From an optimization exercise on the open Yosys and OpenROAD flow, aimed at small area, a short achievable clock period and few clock cycles per item; shortcuts taken in it are not production practice.
No functional check of the RTL was part of this run.
No activity file was given, so power comes from the tool's default toggle rates.

File: flow/run.sh
#!/bin/bash
# The standard layout (the standard.sh, on the standard synthesis script) with two
# changes:
#  - ADDER_MAP_FILE is empty, so Yosys does not extract half/full adders into
#    sky130 ha/fa cells before ABC; ABC maps that logic with the rest.
#  - the port buffers inserted before global placement are sky130_fd_sc_hd__buf_2
#    instead of the resizer's default pick (a clkdlybuf4s50 delay cell).
# Registers and their names are those of the standard synthesis.
set -euo pipefail
export BUFFER_PORTS_ARGS="-buffer_cell sky130_fd_sc_hd__buf_2"
bash standard.sh ADDER_MAP_FILE= finish > standard.log 2>&1
File: standard.sh
#!/bin/bash
# synth_recipe.tcl (not shown) runs the flow's synth.tcl, then flattens the netlist and writes it again
# the make line also repeats each setting of config.mk as NAME=value (left out here)
make -C /OpenROAD-flow-scripts/flow DESIGN_CONFIG=/design/flow/config.mk WORK_HOME=/design/flow/orfs CLKGATE_MAP_FILE= SYNTH_SCRIPT=/design/flow/synth_recipe.tcl "${@:-finish}"
File: config.mk
export PLATFORM = sky130hd
export DESIGN_NAME = viterbi_decoder
export DESIGN_NICKNAME = viterbi_decoder
export VERILOG_FILES = /design/flow/design.v
export SDC_FILE = /design/flow/constraint.sdc
export NUM_CORES = 4
export LEC_CHECK = 0
export ABC_AREA = 1
export CAP_MARGIN = 20
export CORE_MARGIN = 2
export CORE_UTILIZATION = 40
export SETUP_SLACK_MARGIN = 0.45
export SLEW_MARGIN = 20
File: constraint.sdc
create_clock -name core_clock -period 5.0 [get_ports {clk}]
set_input_delay 1.0000 -clock core_clock [delete_from_list [all_inputs] [get_ports {clk}]]
set_output_delay 1.0000 -clock core_clock [all_outputs]
set_load 0.01 [all_outputs]
File: design.v
module vfront(data, cut);
  input [15:0] data;
  output [22:0] cut;
  wire new_n40, new_n41, new_n42, new_n43, new_n44, new_n45, new_n46,
    new_n47, new_n48, new_n49, new_n50, new_n51, new_n52, new_n53, new_n54,
    new_n55, new_n56, new_n57, new_n58, new_n59, new_n60, new_n61, new_n62,
    new_n63, new_n64, new_n65, new_n66, new_n67, new_n68, new_n69, new_n70,
    new_n71, new_n72, new_n73, new_n74, new_n75, new_n76, new_n77, new_n78,
    new_n79, new_n80, new_n81, new_n82, new_n83, new_n84, new_n85, new_n86,
    new_n87, new_n88, new_n89, new_n90, new_n91, new_n92, new_n93, new_n94,
    new_n95, new_n96, new_n97, new_n98, new_n99, new_n100, new_n101,
    new_n102, new_n103, new_n104, new_n105, new_n106, new_n107, new_n108,
    new_n109, new_n110, new_n111, new_n112, new_n113, new_n114, new_n115,
    new_n116, new_n117, new_n118, new_n119, new_n120, new_n121, new_n122,
    new_n123, new_n124, new_n125, new_n126, new_n127, new_n128, new_n129,
    new_n130, new_n131, new_n132, new_n133, new_n134, new_n135, new_n136,
    new_n137, new_n138, new_n139, new_n140, new_n141, new_n142, new_n143,
    new_n144, new_n145, new_n146, new_n147, new_n148, new_n149, new_n150,
    new_n151, new_n152, new_n153, new_n154, new_n155, new_n156, new_n157,
    new_n158, new_n159, new_n160, new_n161, new_n162, new_n163, new_n164,
    new_n165, new_n166, new_n167, new_n168, new_n169, new_n170, new_n171,
    new_n172, new_n173, new_n174, new_n175, new_n176, new_n177, new_n178,
    new_n179, new_n180, new_n181, new_n182, new_n184, new_n185, new_n186,
    new_n187, new_n188, new_n190, new_n191, new_n192, new_n193, new_n194,
    new_n195, new_n196, new_n197, new_n198, new_n199, new_n200, new_n201,
    new_n202, new_n203, new_n204, new_n205, new_n206, new_n208, new_n209,
    new_n210, new_n211, new_n212, new_n213, new_n214, new_n215, new_n216,
    new_n217, new_n218, new_n219, new_n220, new_n221, new_n222, new_n223,
    new_n226, new_n227, new_n228, new_n229, new_n230, new_n231, new_n232,
    new_n233, new_n235, new_n236, new_n237, new_n238, new_n239, new_n240,
    new_n241, new_n242, new_n243, new_n244, new_n245, new_n246, new_n247,
    new_n248, new_n249, new_n250, new_n251, new_n252, new_n253, new_n254,
    new_n255, new_n256, new_n257, new_n258, new_n259, new_n260, new_n261,
    new_n262, new_n263, new_n264, new_n265, new_n266, new_n267, new_n268,
    new_n269, new_n270, new_n271, new_n272, new_n273, new_n274, new_n275,
    new_n276, new_n277, new_n278, new_n279, new_n280, new_n282, new_n283,
    new_n284, new_n285, new_n287, new_n288, new_n290, new_n291, new_n292,
    new_n293, new_n294, new_n295, new_n296, new_n297, new_n298, new_n299,
    new_n300, new_n301, new_n302, new_n303, new_n304, new_n305, new_n306,
    new_n308, new_n309, new_n310, new_n311, new_n313, new_n314, new_n315,
    new_n317, new_n318, new_n320, new_n321, new_n323, new_n325, new_n326,
    new_n328, new_n329;
  assign new_n40 = data[12] & ~data[13];
  assign new_n41 = ~data[12] & data[13];
  assign new_n42 = ~new_n40 & ~new_n41;
  assign new_n43 = ~data[8] & data[9];
  assign new_n44 = data[8] & ~data[9];
  assign new_n45 = ~new_n43 & ~new_n44;
  assign new_n46 = data[10] & ~new_n45;
  assign new_n47 = ~data[10] & new_n45;
  assign new_n48 = ~new_n46 & ~new_n47;
  assign new_n49 = new_n42 & ~new_n48;
  assign new_n50 = ~new_n42 & new_n48;
  assign new_n51 = ~new_n49 & ~new_n50;
  assign new_n52 = data[14] & data[15];
  assign new_n53 = new_n42 & new_n52;
  assign new_n54 = ~data[14] & ~data[15];
  assign new_n55 = ~new_n42 & new_n54;
  assign new_n56 = ~new_n53 & ~new_n55;
  assign new_n57 = ~new_n51 & new_n56;
  assign new_n58 = data[10] & ~data[11];
  assign new_n59 = ~data[10] & data[11];
  assign new_n60 = ~new_n58 & ~new_n59;
  assign new_n61 = data[12] & ~new_n60;
  assign new_n62 = ~data[12] & new_n60;
  assign new_n63 = ~new_n61 & ~new_n62;
  assign new_n64 = ~data[8] & ~new_n60;
  assign new_n65 = data[8] & new_n60;
  assign new_n66 = ~new_n64 & ~new_n65;
  assign new_n67 = ~new_n63 & ~new_n66;
  assign new_n68 = new_n57 & new_n67;
  assign new_n69 = data[7] & ~new_n45;
  assign new_n70 = ~data[7] & new_n45;
  assign new_n71 = ~new_n69 & ~new_n70;
  assign new_n72 = ~data[6] & data[7];
  assign new_n73 = new_n68 & new_n72;
  assign new_n74 = ~new_n52 & ~new_n54;
  assign new_n75 = new_n68 & ~new_n74;
  assign new_n76 = ~data[9] & ~new_n60;
  assign new_n77 = data[9] & new_n60;
  assign new_n78 = ~new_n76 & ~new_n77;
  assign new_n79 = ~new_n72 & new_n78;
  assign new_n80 = ~data[6] & ~data[7];
  assign new_n81 = ~new_n78 & ~new_n80;
  assign new_n82 = data[10] & ~new_n54;
  assign new_n83 = ~data[10] & ~new_n52;
  assign new_n84 = ~new_n82 & ~new_n83;
  assign new_n85 = new_n56 & new_n63;
  assign new_n86 = new_n51 & ~new_n74;
  assign new_n87 = ~new_n57 & ~new_n86;
  assign new_n88 = ~new_n85 & ~new_n87;
  assign new_n89 = new_n84 & new_n88;
  assign new_n90 = ~new_n66 & ~new_n71;
  assign new_n91 = data[6] & ~data[7];
  assign new_n92 = ~new_n72 & ~new_n91;
  assign new_n93 = new_n51 & ~new_n56;
  assign new_n94 = new_n57 & ~new_n67;
  assign new_n95 = ~new_n63 & new_n94;
  assign new_n96 = ~new_n93 & ~new_n95;
  assign new_n97 = new_n92 & ~new_n96;
  assign new_n98 = ~new_n90 & new_n97;
  assign new_n99 = ~new_n89 & ~new_n98;
  assign new_n100 = ~new_n81 & ~new_n99;
  assign new_n101 = ~new_n79 & new_n100;
  assign new_n102 = ~new_n75 & ~new_n101;
  assign new_n103 = ~new_n73 & new_n102;
  assign new_n104 = ~data[11] & ~data[13];
  assign new_n105 = data[11] & data[13];
  assign new_n106 = ~new_n104 & ~new_n105;
  assign new_n107 = ~new_n74 & ~new_n84;
  assign new_n108 = ~new_n106 & new_n107;
  assign new_n109 = ~new_n45 & new_n108;
  assign new_n110 = new_n51 & new_n74;
  assign new_n111 = new_n84 & new_n106;
  assign new_n112 = new_n45 & new_n111;
  assign new_n113 = ~new_n110 & ~new_n112;
  assign new_n114 = ~new_n109 & new_n113;
  assign new_n115 = new_n66 & new_n74;
  assign new_n116 = ~new_n66 & ~new_n74;
  assign new_n117 = ~new_n115 & ~new_n116;
  assign new_n118 = ~new_n85 & ~new_n117;
  assign new_n119 = ~new_n114 & ~new_n118;
  assign new_n120 = data[6] & data[7];
  assign new_n121 = new_n106 & new_n120;
  assign new_n122 = new_n80 & ~new_n106;
  assign new_n123 = ~new_n121 & ~new_n122;
  assign new_n124 = new_n119 & ~new_n123;
  assign new_n125 = new_n45 & ~new_n84;
  assign new_n126 = new_n85 & ~new_n125;
  assign new_n127 = ~new_n78 & new_n126;
  assign new_n128 = ~new_n85 & new_n117;
  assign new_n129 = ~new_n114 & ~new_n128;
  assign new_n130 = ~new_n68 & ~new_n129;
  assign new_n131 = new_n106 & ~new_n130;
  assign new_n132 = ~new_n127 & ~new_n131;
  assign new_n133 = new_n91 & new_n129;
  assign new_n134 = ~new_n132 & ~new_n133;
  assign new_n135 = ~new_n73 & new_n134;
  assign new_n136 = new_n68 & new_n91;
  assign new_n137 = new_n72 & new_n129;
  assign new_n138 = new_n132 & ~new_n137;
  assign new_n139 = ~new_n136 & new_n138;
  assign new_n140 = ~new_n135 & ~new_n139;
  assign new_n141 = ~new_n124 & ~new_n140;
  assign new_n142 = new_n66 & new_n85;
  assign new_n143 = ~new_n92 & ~new_n129;
  assign new_n144 = ~new_n51 & ~new_n74;
  assign new_n145 = ~new_n110 & ~new_n144;
  assign new_n146 = ~new_n143 & ~new_n145;
  assign new_n147 = ~new_n123 & new_n142;
  assign new_n148 = new_n86 & ~new_n147;
  assign new_n149 = ~new_n94 & ~new_n148;
  assign new_n150 = ~new_n146 & new_n149;
  assign new_n151 = ~new_n56 & new_n66;
  assign new_n152 = new_n71 & ~new_n151;
  assign new_n153 = new_n143 & new_n152;
  assign new_n154 = new_n66 & new_n153;
  assign new_n155 = ~new_n150 & ~new_n154;
  assign new_n156 = new_n85 & ~new_n155;
  assign new_n157 = new_n143 & ~new_n156;
  assign new_n158 = new_n142 & new_n157;
  assign new_n159 = new_n92 & new_n119;
  assign new_n160 = ~new_n158 & ~new_n159;
  assign new_n161 = new_n141 & ~new_n160;
  assign new_n162 = ~new_n140 & ~new_n157;
  assign new_n163 = ~new_n66 & new_n93;
  assign new_n164 = ~new_n162 & ~new_n163;
  assign new_n165 = ~new_n66 & new_n114;
  assign new_n166 = new_n85 & new_n165;
  assign new_n167 = new_n71 & new_n166;
  assign new_n168 = new_n92 & ~new_n167;
  assign new_n169 = ~new_n164 & ~new_n168;
  assign new_n170 = ~new_n161 & ~new_n169;
  assign new_n171 = new_n103 & new_n170;
  assign new_n172 = ~new_n74 & new_n78;
  assign new_n173 = ~new_n115 & ~new_n172;
  assign new_n174 = new_n88 & ~new_n173;
  assign new_n175 = ~new_n95 & ~new_n120;
  assign new_n176 = ~new_n174 & ~new_n175;
  assign new_n177 = new_n78 & new_n126;
  assign new_n178 = ~new_n95 & ~new_n119;
  assign new_n179 = new_n106 & ~new_n178;
  assign new_n180 = ~new_n89 & ~new_n179;
  assign new_n181 = ~new_n177 & new_n180;
  assign new_n182 = ~new_n80 & ~new_n181;
  assign cut[7] = new_n176 | new_n182;
  assign new_n184 = new_n88 & new_n173;
  assign new_n185 = ~new_n92 & ~new_n184;
  assign new_n186 = ~new_n89 & ~new_n185;
  assign new_n187 = ~cut[7] & new_n186;
  assign new_n188 = data[6] & new_n187;
  assign cut[4] = ~new_n171 | new_n188;
  assign new_n190 = ~new_n71 & cut[4];
  assign new_n191 = new_n68 & ~new_n190;
  assign new_n192 = new_n56 & ~new_n74;
  assign new_n193 = ~new_n63 & new_n192;
  assign new_n194 = ~new_n162 & ~new_n193;
  assign new_n195 = data[6] & ~new_n45;
  assign new_n196 = ~data[6] & new_n45;
  assign new_n197 = ~new_n195 & ~new_n196;
  assign new_n198 = new_n193 & new_n197;
  assign new_n199 = ~new_n194 & ~new_n198;
  assign new_n200 = new_n141 & ~new_n199;
  assign new_n201 = ~new_n57 & new_n200;
  assign new_n202 = new_n95 & ~new_n197;
  assign new_n203 = ~new_n166 & ~new_n202;
  assign new_n204 = ~new_n200 & ~new_n203;
  assign new_n205 = ~new_n161 & ~new_n204;
  assign new_n206 = ~new_n201 & new_n205;
  assign cut[0] = new_n191 | ~new_n206;
  assign new_n208 = ~new_n129 & new_n152;
  assign new_n209 = ~new_n85 & new_n208;
  assign new_n210 = ~new_n92 & new_n115;
  assign new_n211 = ~new_n87 & ~new_n210;
  assign new_n212 = new_n171 & ~new_n211;
  assign new_n213 = new_n155 & ~new_n212;
  assign new_n214 = ~new_n209 & new_n213;
  assign new_n215 = data[7] & new_n84;
  assign new_n216 = ~data[7] & ~new_n84;
  assign new_n217 = ~new_n215 & ~new_n216;
  assign new_n218 = new_n86 & ~new_n217;
  assign new_n219 = ~new_n98 & ~new_n218;
  assign new_n220 = new_n214 & ~new_n219;
  assign new_n221 = new_n51 & new_n198;
  assign new_n222 = new_n141 & ~new_n221;
  assign new_n223 = ~new_n169 & new_n222;
  assign cut[1] = new_n220 | ~new_n223;
  assign cut[2] = ~new_n214 | ~new_n222;
  assign new_n226 = new_n171 & new_n194;
  assign new_n227 = new_n129 & new_n193;
  assign new_n228 = ~new_n166 & ~new_n227;
  assign new_n229 = new_n162 & new_n228;
  assign new_n230 = ~new_n71 & ~new_n229;
  assign new_n231 = ~new_n226 & new_n230;
  assign new_n232 = ~new_n140 & ~new_n150;
  assign new_n233 = ~new_n98 & new_n232;
  assign cut[3] = new_n231 | ~new_n233;
  assign new_n235 = new_n43 & ~new_n193;
  assign new_n236 = ~data[12] & ~new_n111;
  assign new_n237 = data[11] & ~data[13];
  assign new_n238 = data[10] & ~new_n52;
  assign new_n239 = ~new_n54 & ~new_n238;
  assign new_n240 = new_n237 & ~new_n239;
  assign new_n241 = ~data[11] & data[13];
  assign new_n242 = new_n239 & new_n241;
  assign new_n243 = ~new_n240 & ~new_n242;
  assign new_n244 = ~new_n236 & new_n243;
  assign new_n245 = ~new_n44 & ~new_n244;
  assign new_n246 = ~data[12] & ~new_n243;
  assign new_n247 = ~new_n245 & ~new_n246;
  assign new_n248 = ~new_n235 & new_n247;
  assign new_n249 = ~new_n84 & new_n237;
  assign new_n250 = ~new_n84 & new_n241;
  assign new_n251 = new_n239 & ~new_n250;
  assign new_n252 = ~new_n249 & ~new_n251;
  assign new_n253 = new_n248 & ~new_n252;
  assign new_n254 = new_n239 & ~new_n249;
  assign new_n255 = ~new_n250 & ~new_n254;
  assign new_n256 = ~new_n248 & ~new_n255;
  assign new_n257 = ~new_n253 & ~new_n256;
  assign new_n258 = cut[7] & new_n257;
  assign new_n259 = ~new_n52 & ~new_n82;
  assign new_n260 = ~new_n104 & new_n259;
  assign new_n261 = ~new_n105 & ~new_n259;
  assign new_n262 = ~new_n260 & ~new_n261;
  assign new_n263 = ~data[8] & ~data[9];
  assign new_n264 = data[12] & ~new_n263;
  assign new_n265 = ~new_n108 & ~new_n264;
  assign new_n266 = ~new_n262 & ~new_n265;
  assign new_n267 = ~data[12] & new_n262;
  assign new_n268 = data[8] & data[9];
  assign new_n269 = ~new_n267 & new_n268;
  assign new_n270 = ~new_n266 & ~new_n269;
  assign new_n271 = ~new_n104 & ~new_n259;
  assign new_n272 = ~new_n105 & ~new_n271;
  assign new_n273 = new_n270 & new_n272;
  assign new_n274 = ~data[10] & new_n54;
  assign new_n275 = new_n105 & ~new_n107;
  assign new_n276 = ~new_n260 & ~new_n275;
  assign new_n277 = ~new_n274 & new_n276;
  assign new_n278 = ~new_n270 & ~new_n277;
  assign new_n279 = ~new_n273 & ~new_n278;
  assign new_n280 = ~cut[7] & ~new_n279;
  assign cut[5] = ~new_n258 & ~new_n280;
  assign new_n282 = ~new_n244 & new_n263;
  assign new_n283 = ~new_n270 & ~new_n282;
  assign new_n284 = ~cut[7] & ~new_n283;
  assign new_n285 = cut[7] & ~new_n248;
  assign cut[6] = ~new_n284 & ~new_n285;
  assign new_n287 = new_n132 & new_n186;
  assign new_n288 = new_n72 & ~new_n75;
  assign cut[10] = ~new_n287 & ~new_n288;
  assign new_n290 = data[12] & ~new_n268;
  assign new_n291 = ~new_n108 & ~new_n290;
  assign new_n292 = ~new_n262 & ~new_n291;
  assign new_n293 = new_n263 & ~new_n267;
  assign new_n294 = ~new_n292 & ~new_n293;
  assign new_n295 = new_n272 & new_n294;
  assign new_n296 = ~new_n277 & ~new_n294;
  assign new_n297 = ~new_n295 & ~new_n296;
  assign new_n298 = ~cut[10] & new_n297;
  assign new_n299 = ~new_n43 & ~new_n244;
  assign new_n300 = new_n44 & ~new_n193;
  assign new_n301 = ~new_n246 & ~new_n300;
  assign new_n302 = ~new_n299 & new_n301;
  assign new_n303 = ~new_n252 & new_n302;
  assign new_n304 = ~new_n255 & ~new_n302;
  assign new_n305 = ~new_n303 & ~new_n304;
  assign new_n306 = cut[10] & ~new_n305;
  assign cut[8] = new_n298 | new_n306;
  assign new_n308 = cut[10] & ~new_n302;
  assign new_n309 = ~new_n244 & new_n268;
  assign new_n310 = ~new_n294 & ~new_n309;
  assign new_n311 = ~cut[10] & ~new_n310;
  assign cut[9] = ~new_n308 & ~new_n311;
  assign new_n313 = ~new_n80 & ~new_n95;
  assign new_n314 = ~new_n174 & ~new_n313;
  assign new_n315 = ~new_n120 & ~new_n181;
  assign cut[13] = new_n314 | new_n315;
  assign new_n317 = new_n257 & cut[13];
  assign new_n318 = ~new_n279 & ~cut[13];
  assign cut[11] = ~new_n317 & ~new_n318;
  assign new_n320 = ~new_n283 & ~cut[13];
  assign new_n321 = ~new_n248 & cut[13];
  assign cut[12] = ~new_n320 & ~new_n321;
  assign new_n323 = ~new_n75 & new_n91;
  assign cut[16] = ~new_n287 & ~new_n323;
  assign new_n325 = new_n297 & ~cut[16];
  assign new_n326 = ~new_n305 & cut[16];
  assign cut[14] = new_n325 | new_n326;
  assign new_n328 = ~new_n302 & cut[16];
  assign new_n329 = ~new_n310 & ~cut[16];
  assign cut[15] = ~new_n328 & ~new_n329;
  assign cut[17] = data[0];
  assign cut[18] = data[1];
  assign cut[19] = data[2];
  assign cut[20] = data[3];
  assign cut[21] = data[4];
  assign cut[22] = data[5];
endmodule
module vback(cut, dout);
  input [22:0] cut;
  output [7:0] dout;
  wire new_n32, new_n33, new_n34, new_n35, new_n36, new_n37, new_n38,
    new_n39, new_n40, new_n41, new_n42, new_n43, new_n44, new_n45, new_n46,
    new_n47, new_n48, new_n49, new_n50, new_n51, new_n52, new_n53, new_n54,
    new_n55, new_n56, new_n57, new_n58, new_n59, new_n60, new_n61, new_n62,
    new_n63, new_n64, new_n65, new_n66, new_n67, new_n68, new_n69, new_n70,
    new_n71, new_n72, new_n73, new_n74, new_n75, new_n76, new_n77, new_n78,
    new_n79, new_n80, new_n81, new_n82, new_n83, new_n84, new_n85, new_n86,
    new_n87, new_n88, new_n89, new_n90, new_n91, new_n92, new_n93, new_n94,
    new_n95, new_n96, new_n97, new_n98, new_n99, new_n100, new_n101,
    new_n102, new_n103, new_n104, new_n105, new_n106, new_n107, new_n108,
    new_n109, new_n110, new_n111, new_n112, new_n113, new_n114, new_n115,
    new_n116, new_n117, new_n118, new_n119, new_n120, new_n121, new_n122,
    new_n123, new_n124, new_n125, new_n126, new_n127, new_n128, new_n129,
    new_n130, new_n131, new_n132, new_n133, new_n134, new_n135, new_n136,
    new_n137, new_n138, new_n139, new_n140, new_n141, new_n142, new_n143,
    new_n144, new_n145, new_n146, new_n147, new_n148, new_n149, new_n150,
    new_n151, new_n152, new_n153, new_n154, new_n155, new_n156, new_n157,
    new_n158, new_n159, new_n160, new_n161, new_n162, new_n163, new_n164,
    new_n165, new_n166, new_n167, new_n168, new_n169, new_n170, new_n171,
    new_n172, new_n173, new_n174, new_n175, new_n176, new_n177, new_n178,
    new_n179, new_n180, new_n181, new_n182, new_n183, new_n184, new_n185,
    new_n186, new_n187, new_n188, new_n189, new_n190, new_n191, new_n192,
    new_n193, new_n194, new_n195, new_n196, new_n197, new_n198, new_n199,
    new_n200, new_n201, new_n202, new_n203, new_n204, new_n205, new_n206,
    new_n207, new_n208, new_n209, new_n210, new_n211, new_n212, new_n213,
    new_n214, new_n215, new_n216, new_n217, new_n218, new_n219, new_n220,
    new_n221, new_n222, new_n223, new_n224, new_n225, new_n226, new_n227,
    new_n228, new_n229, new_n230, new_n231, new_n232, new_n233, new_n234,
    new_n235, new_n236, new_n237, new_n238, new_n239, new_n240, new_n241,
    new_n242, new_n243, new_n244, new_n245, new_n247, new_n248, new_n249,
    new_n250, new_n251, new_n252, new_n253, new_n254, new_n255, new_n256,
    new_n257, new_n258, new_n259, new_n260, new_n261, new_n263, new_n264,
    new_n265, new_n266, new_n267, new_n268, new_n269, new_n270, new_n271,
    new_n272, new_n273, new_n274, new_n275, new_n277, new_n278, new_n279,
    new_n280, new_n281, new_n282, new_n283, new_n284, new_n285, new_n286,
    new_n287, new_n288, new_n289, new_n290, new_n291, new_n292, new_n293,
    new_n294, new_n295, new_n296, new_n298, new_n299, new_n300, new_n301,
    new_n302, new_n303, new_n304, new_n305, new_n306, new_n307, new_n308,
    new_n309, new_n310, new_n311, new_n312, new_n313, new_n315, new_n316,
    new_n317, new_n318, new_n319, new_n320, new_n321, new_n322, new_n323,
    new_n324, new_n325, new_n326, new_n327, new_n328, new_n329, new_n330,
    new_n332, new_n333, new_n334, new_n335, new_n336, new_n337, new_n339,
    new_n340, new_n341, new_n342, new_n343, new_n344, new_n345, new_n346;
  assign new_n32 = cut[21] & ~cut[22];
  assign new_n33 = ~cut[1] & ~cut[3];
  assign new_n34 = ~cut[4] & new_n33;
  assign new_n35 = cut[1] & cut[2];
  assign new_n36 = ~cut[0] & cut[3];
  assign new_n37 = ~new_n35 & new_n36;
  assign new_n38 = cut[0] & ~cut[3];
  assign new_n39 = ~cut[2] & new_n38;
  assign new_n40 = ~new_n37 & ~new_n39;
  assign new_n41 = ~new_n34 & new_n40;
  assign new_n42 = new_n32 & new_n41;
  assign new_n43 = ~cut[21] & cut[22];
  assign new_n44 = ~new_n41 & new_n43;
  assign new_n45 = ~new_n42 & ~new_n44;
  assign new_n46 = ~cut[0] & ~cut[2];
  assign new_n47 = cut[0] & cut[2];
  assign new_n48 = ~new_n46 & ~new_n47;
  assign new_n49 = new_n33 & ~new_n48;
  assign new_n50 = cut[4] & ~new_n49;
  assign new_n51 = ~cut[3] & new_n35;
  assign new_n52 = ~new_n47 & ~new_n51;
  assign new_n53 = new_n50 & new_n52;
  assign new_n54 = ~new_n45 & new_n53;
  assign new_n55 = cut[21] & cut[22];
  assign new_n56 = cut[2] & cut[3];
  assign new_n57 = ~cut[4] & ~new_n56;
  assign new_n58 = new_n55 & ~new_n57;
  assign new_n59 = ~cut[21] & ~cut[22];
  assign new_n60 = new_n57 & new_n59;
  assign new_n61 = ~new_n58 & ~new_n60;
  assign new_n62 = cut[0] & cut[3];
  assign new_n63 = ~cut[2] & ~cut[4];
  assign new_n64 = cut[2] & cut[4];
  assign new_n65 = ~new_n63 & ~new_n64;
  assign new_n66 = new_n62 & ~new_n65;
  assign new_n67 = ~new_n35 & new_n66;
  assign new_n68 = cut[1] & ~cut[4];
  assign new_n69 = cut[3] & new_n68;
  assign new_n70 = ~new_n51 & ~new_n69;
  assign new_n71 = ~new_n67 & new_n70;
  assign new_n72 = cut[0] & cut[1];
  assign new_n73 = ~cut[3] & ~cut[4];
  assign new_n74 = ~new_n72 & new_n73;
  assign new_n75 = ~cut[2] & new_n74;
  assign new_n76 = ~new_n50 & ~new_n75;
  assign new_n77 = new_n71 & new_n76;
  assign new_n78 = ~new_n61 & new_n77;
  assign new_n79 = ~new_n56 & new_n72;
  assign new_n80 = ~new_n64 & ~new_n79;
  assign new_n81 = cut[22] & ~new_n80;
  assign new_n82 = cut[3] & ~cut[22];
  assign new_n83 = ~new_n81 & ~new_n82;
  assign new_n84 = new_n78 & ~new_n83;
  assign new_n85 = ~new_n54 & ~new_n84;
  assign new_n86 = cut[19] & ~cut[20];
  assign new_n87 = ~new_n85 & new_n86;
  assign new_n88 = cut[19] & cut[20];
  assign new_n89 = new_n55 & new_n57;
  assign new_n90 = ~new_n57 & new_n59;
  assign new_n91 = ~new_n89 & ~new_n90;
  assign new_n92 = ~new_n71 & ~new_n91;
  assign new_n93 = ~new_n32 & ~new_n43;
  assign new_n94 = new_n75 & new_n93;
  assign new_n95 = new_n71 & ~new_n94;
  assign new_n96 = ~new_n92 & ~new_n95;
  assign new_n97 = new_n88 & new_n96;
  assign new_n98 = ~cut[19] & ~cut[20];
  assign new_n99 = ~new_n50 & new_n72;
  assign new_n100 = new_n71 & new_n99;
  assign new_n101 = ~cut[0] & ~cut[4];
  assign new_n102 = ~new_n49 & ~new_n56;
  assign new_n103 = new_n101 & ~new_n102;
  assign new_n104 = ~new_n93 & ~new_n103;
  assign new_n105 = ~new_n100 & new_n104;
  assign new_n106 = ~new_n53 & new_n93;
  assign new_n107 = ~new_n105 & ~new_n106;
  assign new_n108 = new_n98 & new_n107;
  assign new_n109 = ~new_n97 & ~new_n108;
  assign new_n110 = ~new_n87 & new_n109;
  assign new_n111 = ~cut[19] & cut[20];
  assign new_n112 = ~new_n61 & ~new_n71;
  assign new_n113 = ~cut[2] & cut[4];
  assign new_n114 = new_n47 & new_n73;
  assign new_n115 = ~new_n113 & ~new_n114;
  assign new_n116 = ~new_n50 & ~new_n115;
  assign new_n117 = ~new_n103 & new_n116;
  assign new_n118 = new_n71 & ~new_n72;
  assign new_n119 = new_n117 & new_n118;
  assign new_n120 = ~new_n45 & new_n119;
  assign new_n121 = ~new_n112 & ~new_n120;
  assign new_n122 = new_n111 & ~new_n121;
  assign new_n123 = new_n110 & ~new_n122;
  assign new_n124 = cut[1] & cut[3];
  assign new_n125 = new_n93 & ~new_n124;
  assign new_n126 = new_n53 & new_n125;
  assign new_n127 = cut[2] & ~cut[4];
  assign new_n128 = new_n35 & ~new_n127;
  assign new_n129 = cut[0] & new_n128;
  assign new_n130 = ~new_n35 & ~new_n66;
  assign new_n131 = ~new_n129 & ~new_n130;
  assign new_n132 = ~new_n93 & new_n131;
  assign new_n133 = ~new_n126 & ~new_n132;
  assign new_n134 = new_n83 & ~new_n133;
  assign new_n135 = ~new_n78 & new_n88;
  assign new_n136 = new_n71 & ~new_n103;
  assign new_n137 = ~new_n50 & ~new_n72;
  assign new_n138 = new_n136 & new_n137;
  assign new_n139 = ~new_n45 & new_n138;
  assign new_n140 = new_n98 & ~new_n139;
  assign new_n141 = ~new_n135 & ~new_n140;
  assign new_n142 = ~new_n134 & ~new_n141;
  assign new_n143 = ~new_n86 & ~new_n111;
  assign new_n144 = new_n112 & ~new_n127;
  assign new_n145 = ~new_n143 & ~new_n144;
  assign new_n146 = ~cut[1] & ~cut[2];
  assign new_n147 = ~cut[0] & new_n146;
  assign new_n148 = ~cut[3] & ~new_n72;
  assign new_n149 = ~new_n147 & ~new_n148;
  assign new_n150 = new_n54 & new_n149;
  assign new_n151 = new_n145 & ~new_n150;
  assign new_n152 = ~new_n142 & ~new_n151;
  assign new_n153 = new_n123 & ~new_n152;
  assign new_n154 = cut[17] & ~cut[18];
  assign new_n155 = new_n88 & new_n112;
  assign new_n156 = new_n54 & new_n98;
  assign new_n157 = ~new_n155 & ~new_n156;
  assign new_n158 = new_n154 & new_n157;
  assign new_n159 = new_n153 & new_n158;
  assign new_n160 = ~cut[17] & cut[18];
  assign new_n161 = ~new_n154 & ~new_n160;
  assign new_n162 = cut[20] & ~new_n107;
  assign new_n163 = new_n32 & ~new_n41;
  assign new_n164 = new_n41 & new_n43;
  assign new_n165 = ~new_n163 & ~new_n164;
  assign new_n166 = new_n119 & ~new_n165;
  assign new_n167 = new_n92 & new_n127;
  assign new_n168 = new_n98 & ~new_n167;
  assign new_n169 = ~new_n166 & new_n168;
  assign new_n170 = ~new_n162 & ~new_n169;
  assign new_n171 = new_n53 & ~new_n165;
  assign new_n172 = new_n77 & ~new_n91;
  assign new_n173 = ~cut[2] & cut[3];
  assign new_n174 = ~new_n64 & ~new_n173;
  assign new_n175 = new_n172 & ~new_n174;
  assign new_n176 = ~new_n171 & ~new_n175;
  assign new_n177 = ~cut[22] & new_n80;
  assign new_n178 = cut[3] & ~new_n101;
  assign new_n179 = cut[22] & ~new_n178;
  assign new_n180 = ~new_n177 & ~new_n179;
  assign new_n181 = ~new_n133 & ~new_n180;
  assign new_n182 = ~new_n61 & ~new_n75;
  assign new_n183 = ~new_n95 & ~new_n182;
  assign new_n184 = cut[19] & ~new_n183;
  assign new_n185 = ~new_n181 & ~new_n184;
  assign new_n186 = ~new_n176 & ~new_n185;
  assign new_n187 = ~new_n170 & new_n186;
  assign new_n188 = new_n170 & new_n185;
  assign new_n189 = ~new_n187 & ~new_n188;
  assign new_n190 = new_n149 & new_n171;
  assign new_n191 = new_n92 & ~new_n127;
  assign new_n192 = new_n143 & ~new_n191;
  assign new_n193 = ~new_n190 & new_n192;
  assign new_n194 = new_n138 & ~new_n165;
  assign new_n195 = new_n111 & ~new_n194;
  assign new_n196 = new_n86 & ~new_n172;
  assign new_n197 = ~new_n195 & ~new_n196;
  assign new_n198 = ~new_n181 & ~new_n197;
  assign new_n199 = ~new_n193 & ~new_n198;
  assign new_n200 = new_n189 & ~new_n199;
  assign new_n201 = cut[20] & new_n171;
  assign new_n202 = new_n200 & ~new_n201;
  assign new_n203 = ~new_n161 & ~new_n202;
  assign new_n204 = ~new_n85 & new_n111;
  assign new_n205 = new_n86 & ~new_n121;
  assign new_n206 = ~new_n204 & ~new_n205;
  assign new_n207 = cut[3] & ~new_n113;
  assign new_n208 = ~new_n80 & new_n207;
  assign new_n209 = cut[1] & ~cut[22];
  assign new_n210 = ~cut[1] & cut[22];
  assign new_n211 = ~new_n209 & ~new_n210;
  assign new_n212 = new_n208 & new_n211;
  assign new_n213 = ~new_n143 & ~new_n212;
  assign new_n214 = ~new_n78 & ~new_n96;
  assign new_n215 = ~cut[20] & new_n214;
  assign new_n216 = ~new_n213 & ~new_n215;
  assign new_n217 = ~new_n54 & ~new_n139;
  assign new_n218 = new_n162 & new_n217;
  assign new_n219 = new_n216 & ~new_n218;
  assign new_n220 = new_n206 & ~new_n219;
  assign new_n221 = ~new_n152 & new_n220;
  assign new_n222 = cut[18] & new_n221;
  assign new_n223 = ~new_n166 & ~new_n167;
  assign new_n224 = ~new_n78 & ~new_n139;
  assign new_n225 = new_n145 & new_n224;
  assign new_n226 = new_n172 & new_n174;
  assign new_n227 = ~new_n194 & ~new_n226;
  assign new_n228 = ~new_n145 & new_n227;
  assign new_n229 = ~new_n225 & ~new_n228;
  assign new_n230 = new_n223 & new_n229;
  assign new_n231 = new_n189 & ~new_n230;
  assign new_n232 = new_n208 & ~new_n211;
  assign new_n233 = ~new_n123 & ~new_n232;
  assign new_n234 = new_n231 & ~new_n233;
  assign new_n235 = ~new_n172 & ~new_n183;
  assign new_n236 = cut[20] & new_n235;
  assign new_n237 = ~new_n107 & new_n176;
  assign new_n238 = ~cut[20] & new_n237;
  assign new_n239 = ~new_n236 & ~new_n238;
  assign new_n240 = ~new_n194 & ~new_n239;
  assign new_n241 = new_n234 & ~new_n240;
  assign new_n242 = ~new_n199 & ~new_n241;
  assign new_n243 = ~cut[17] & new_n242;
  assign new_n244 = ~new_n222 & ~new_n243;
  assign new_n245 = ~new_n203 & ~new_n244;
  assign dout[0] = ~new_n159 & ~new_n245;
  assign new_n247 = new_n98 & ~new_n176;
  assign new_n248 = new_n88 & ~new_n223;
  assign new_n249 = ~new_n247 & ~new_n248;
  assign new_n250 = new_n206 & new_n249;
  assign new_n251 = ~new_n230 & new_n250;
  assign new_n252 = new_n159 & ~new_n251;
  assign new_n253 = ~new_n203 & ~new_n252;
  assign new_n254 = ~new_n153 & ~new_n161;
  assign new_n255 = new_n157 & ~new_n254;
  assign new_n256 = new_n160 & ~new_n251;
  assign new_n257 = new_n111 & new_n171;
  assign new_n258 = new_n86 & new_n92;
  assign new_n259 = ~new_n257 & ~new_n258;
  assign new_n260 = ~new_n256 & new_n259;
  assign new_n261 = new_n255 & new_n260;
  assign dout[1] = ~new_n253 | ~new_n261;
  assign new_n263 = new_n234 & new_n259;
  assign new_n264 = new_n253 & new_n263;
  assign new_n265 = ~new_n242 & ~new_n264;
  assign new_n266 = ~cut[18] & ~new_n234;
  assign new_n267 = new_n221 & ~new_n266;
  assign new_n268 = ~dout[1] & ~new_n267;
  assign new_n269 = new_n255 & ~new_n256;
  assign new_n270 = ~new_n199 & new_n259;
  assign new_n271 = new_n240 & new_n270;
  assign new_n272 = new_n234 & new_n271;
  assign new_n273 = new_n253 & new_n272;
  assign new_n274 = new_n269 & ~new_n273;
  assign new_n275 = ~new_n268 & new_n274;
  assign dout[2] = new_n265 | new_n275;
  assign new_n277 = new_n111 & ~new_n253;
  assign new_n278 = new_n86 & ~new_n92;
  assign new_n279 = new_n253 & new_n278;
  assign new_n280 = ~new_n277 & ~new_n279;
  assign new_n281 = ~new_n134 & ~new_n181;
  assign new_n282 = new_n107 & new_n281;
  assign new_n283 = ~new_n194 & ~new_n282;
  assign new_n284 = new_n143 & ~new_n283;
  assign new_n285 = ~new_n171 & ~new_n284;
  assign new_n286 = new_n280 & new_n285;
  assign new_n287 = dout[2] & ~new_n286;
  assign new_n288 = ~new_n268 & new_n269;
  assign new_n289 = new_n88 & ~new_n267;
  assign new_n290 = ~dout[1] & new_n289;
  assign new_n291 = ~new_n98 & new_n217;
  assign new_n292 = ~new_n282 & new_n291;
  assign new_n293 = ~new_n290 & new_n292;
  assign new_n294 = new_n98 & new_n268;
  assign new_n295 = ~new_n293 & ~new_n294;
  assign new_n296 = ~new_n288 & new_n295;
  assign dout[3] = new_n287 | new_n296;
  assign new_n298 = new_n57 & ~new_n93;
  assign new_n299 = new_n59 & ~new_n288;
  assign new_n300 = ~new_n295 & new_n299;
  assign new_n301 = ~new_n298 & ~new_n300;
  assign new_n302 = ~new_n288 & ~new_n295;
  assign new_n303 = ~new_n55 & new_n286;
  assign new_n304 = dout[2] & new_n303;
  assign new_n305 = ~new_n302 & ~new_n304;
  assign new_n306 = new_n301 & ~new_n305;
  assign new_n307 = new_n41 & new_n93;
  assign new_n308 = ~new_n32 & ~new_n307;
  assign new_n309 = ~new_n287 & new_n308;
  assign new_n310 = ~new_n43 & ~new_n307;
  assign new_n311 = new_n287 & new_n310;
  assign new_n312 = ~new_n309 & ~new_n311;
  assign new_n313 = dout[3] & new_n312;
  assign dout[4] = new_n306 | new_n313;
  assign new_n315 = cut[16] & new_n313;
  assign new_n316 = cut[10] & new_n306;
  assign new_n317 = ~new_n315 & ~new_n316;
  assign new_n318 = new_n43 & new_n287;
  assign new_n319 = new_n32 & ~new_n287;
  assign new_n320 = ~new_n318 & ~new_n319;
  assign new_n321 = dout[3] & ~new_n307;
  assign new_n322 = new_n320 & new_n321;
  assign new_n323 = cut[13] & new_n322;
  assign new_n324 = new_n55 & ~new_n302;
  assign new_n325 = new_n301 & ~new_n324;
  assign new_n326 = dout[2] & new_n286;
  assign new_n327 = ~new_n302 & ~new_n326;
  assign new_n328 = ~new_n325 & ~new_n327;
  assign new_n329 = cut[7] & new_n328;
  assign new_n330 = ~new_n323 & ~new_n329;
  assign dout[5] = ~new_n317 | ~new_n330;
  assign new_n332 = cut[15] & new_n313;
  assign new_n333 = cut[9] & new_n306;
  assign new_n334 = ~new_n332 & ~new_n333;
  assign new_n335 = cut[12] & new_n322;
  assign new_n336 = cut[6] & new_n328;
  assign new_n337 = ~new_n335 & ~new_n336;
  assign dout[6] = ~new_n334 | ~new_n337;
  assign new_n339 = cut[8] & new_n306;
  assign new_n340 = cut[11] & ~new_n307;
  assign new_n341 = dout[3] & new_n340;
  assign new_n342 = new_n320 & new_n341;
  assign new_n343 = ~new_n339 & ~new_n342;
  assign new_n344 = cut[5] & new_n328;
  assign new_n345 = new_n343 & ~new_n344;
  assign new_n346 = cut[14] & new_n313;
  assign dout[7] = ~new_n345 | new_n346;
endmodule
module viterbi_decoder(clk, rst, en, data, data_out, done_flag);
    input clk, rst, en;
    input [15:0] data;
    output [7:0] data_out;
    output reg done_flag;
    wire [22:0] cut;
    reg  [22:0] cut_q;
    vfront head (.data(data), .cut(cut));
    vback  tail (.cut(cut_q), .dout(data_out));
    always @(posedge clk or posedge rst)
        if (rst) done_flag <= 1'b0;
        else     done_flag <= en;
    always @(posedge clk)
        cut_q <= cut;
endmodule
==> results.ini <==
[run]
drv_cap = 0

[yosys]
synth_nets = 610
synth.top_cells.by_area = nand2_1 24%, dfxtp_1 15%, nand3_1 9.3%
yosysTopAreaCell = nand2_1
yosys_warnings = 1
synth_area_per_cell_um2 = 5.37
yosysTopAreaCellShare_pct = 24.5
ys_types = 43
seq_area_frac_synth_pct = 15.3
synth_area_mm2 = 0.00317
syn_inst = 591
synth.ff_latch_count = 24

[power_and_ir_drop]
powerDensity_mw_per_mm2 = 508
ir_drop_uv = 377
power_uw = 1770
leakage_uw = 0.00193

[routing]
dr.pass1.iters = 5
drt-total-wl_mm = 9.36
vias_per_cell = 5.18
wl_per_cell_um = 13.0
drc = 0
drt_first_iter_violations = 247
vias = 3721
ant_nets = 0

[cells_and_area]
area_delta_synth_final_pct = 9.66
utilization_pct = 45.3
fin_nets = 637
diodes = 0
final_layout_size_suffix_gt1_share_pct = 16.7

[sta]
period_share_pct = 83.8
slew_headroom_pct = 56.7
drv_slew = 0
timing.final.ws_setup_ns = 0.808
setup_tns_ns = 0
finalSetupViolCount = 0
min_period_ns = 4.19
clock.fmax_mhz = 239
tightest_slew_ns = 0.645
rsz0062_at_grt = false
final_hold_viol_count = 0

[place]
io_buffers = 27
globalplace.congestion = 0.935
dp_hpwl_mm = 7.93
place_ws_ns = 0.942

[grt]
overflow = 0
antenna_found_initial = 0
grt_max_degree = 15
grt_pass1_wl_mm = 15.7
grt_pass1_vias = 3366
grtUsageTotal_pct = 22.2

[cts]
cts_tree = yes
ctsHtreeMaxLevel = 1
numCtsBuffers = 3
post_cts_buffers = 0
cts_sinks = 24
cts_hold_buf = 0
ctsRootBufferMaster = clkbuf_8
clkTransAtPathRegs_ns = 0.09
clock_path_buffers = 2
cts.repair.resized = 0

[run_status]
status = no timing/DRC/antenna violations

[floorplan]
io_pins = 28
initial_core_util_pct = 41.3
die_area_mm2 = 0.00866
rows = 32
core_region_area_mm2 = 0.00769
die_w_um = 93.1
dieHeight_um = 93.1

[setup_path]
crit_type = reg -> out
cp.arrival_ns = 3.19
required_ns = 4.00
crit_path_max_fanout = 6
start_kind = flip-flop
setup.worst_path.end_class = output pin

[hold_path]
hold_path_class = in -> async

[final timing paths]
check / start / endpoint / slack, ns / cells after the start
min in group core_clock: data[1] / cut_q[18] / 0.83 / 1
max in group asynchronous: rst / done_flag / 4.37 / 2
worst min-delay path: rst / done_flag / 0.54 / 2
worst max-delay path: cut_q[20] / data_out[5] / 0.81 / 20
[area by class of cell]
cell class,count,area [um^2]
clock buffer,3,41.3
clock inverter,1,30.0
fill,873,4210
inverter,89,337
multi-input combinational,473,2320
sequential,24,493
tap,102,128
timing repair buffer,27,135
[placed cells by master, fill, tap and decap left out, drive strengths merged, types with 2 or more instances in the layout]
master / instances
nand2: 234
inv: 88
nand3: 63
nor2: 56
o21ai: 46
a21oi: 30
buf: 27
dfxtp: 23
nand4: 9
xor2: 6
o211ai: 4
nor3: 4
or2: 3
o22ai: 3
clkbuf: 3
mux2i: 2
mux2: 2
nand3b: 2
o31ai: 2
[metal layers]
metal	vias to the layer above	part of all wire [%]	global-route usage [%]	routed length (um)
li1	1946	-	-	-
met1	1663	51	33.0	4740
met2	106	44	35.9	4160
met3	6	4.6	1.45	430
met4	0	0.38	3.19	36
met5	-	0	0	0
[registers in the layout, summed over array words and instances (netlist names)]
signal     count
done_flag      1
cut_q         23
[through the flow]
step	hold WS (ns)	area, um^2	instances
floorplan	0.729	3170	591
global route	0.542	3480	719
finish	0.544	3480	719
CTS	0.541	3470	719
detailed placement	0.839	3400	715
global placement	0.834	3400	715
[synth_stat cells, drive strengths merged]
cell type  number
o21a            1
a22oi           1
clkinv          1
or2             3
nand4           9
xor2            6
o221ai          1
buf             4
o31ai           2
inv            88
mux2i           2
a21oi          30
o22ai           3
dfxtp          23
nand3          63
nor2           56
mux2            2
a221oi          1
dfrtp           1
o21bai          1
a21boi          1
o21ai          46
nand2         234
clkbuf          1
o211ai          4
nand3b          2
nor3            4
and3            1
[worst max-delay path: stages, from the launching register on]
cell	delay, ns
dfxtp_1	0.46
inv_1	0.15
nor2_1	0.36
nor2_1	0.16
inv_1	0.10
nand2_1	0.08
inv_1	0.08
o21ai_1	0.10
nand2_1	0.11
nand3_1	0.08
nand2_1	0.09
nand2_1	0.09
nor2_4	0.12
nand2_2	0.09
o21ai_2	0.15
nand2_2	0.10
a21oi_4	0.17
nand2_1	0.11
nand3_1	0.09
nand3_1	0.09
buf_2	0.15
[logic make-up after synthesis]
group | synth area share, %
AND/OR/NAND/NOR | 52.3
XOR/XNOR | 2.25
buffers and inverters | 11.7
multiplexers | 1.34
AO/OA/AOI/OAI | 17.1
flip-flops | 15.3
[report_power, final]
group | leakage (uW) | switching (uW) | internal, uW | total (uW)
registers | 0.000205 | 48.8 | 241 | 289
logic | 0.00169 | 878 | 429 | 1310
clock network | 0.0000357 | 62.7 | 107 | 170

[static timing again, ports no longer ideal]
No port has a modelled driver above. Below, the same layout with a new extraction and two added sets of constraints.
Step 1: set_driving_cell puts a clkbuf_16 on clk and a buf_2 on each other input, an assumption about the parent block.
Step 2 moves the port delays by t, midway between the first and last clock arrival at a register: inputs arrive t later, outputs are due t later. That takes back most of the time a late clock gives input paths.
Three values: ideal ports, drivers, drivers and shift; two values: the first two.
shift t [ns]: 0.290
setup slack, ns: 0.808 / 0.782 / 1.072
latest minus earliest clock arrival (ns): 0.006 / 0.006
After both steps this run still meets setup and hold. The setup slack of this run moves by -0.026 ns with the drivers and by +0.264 ns with both steps.
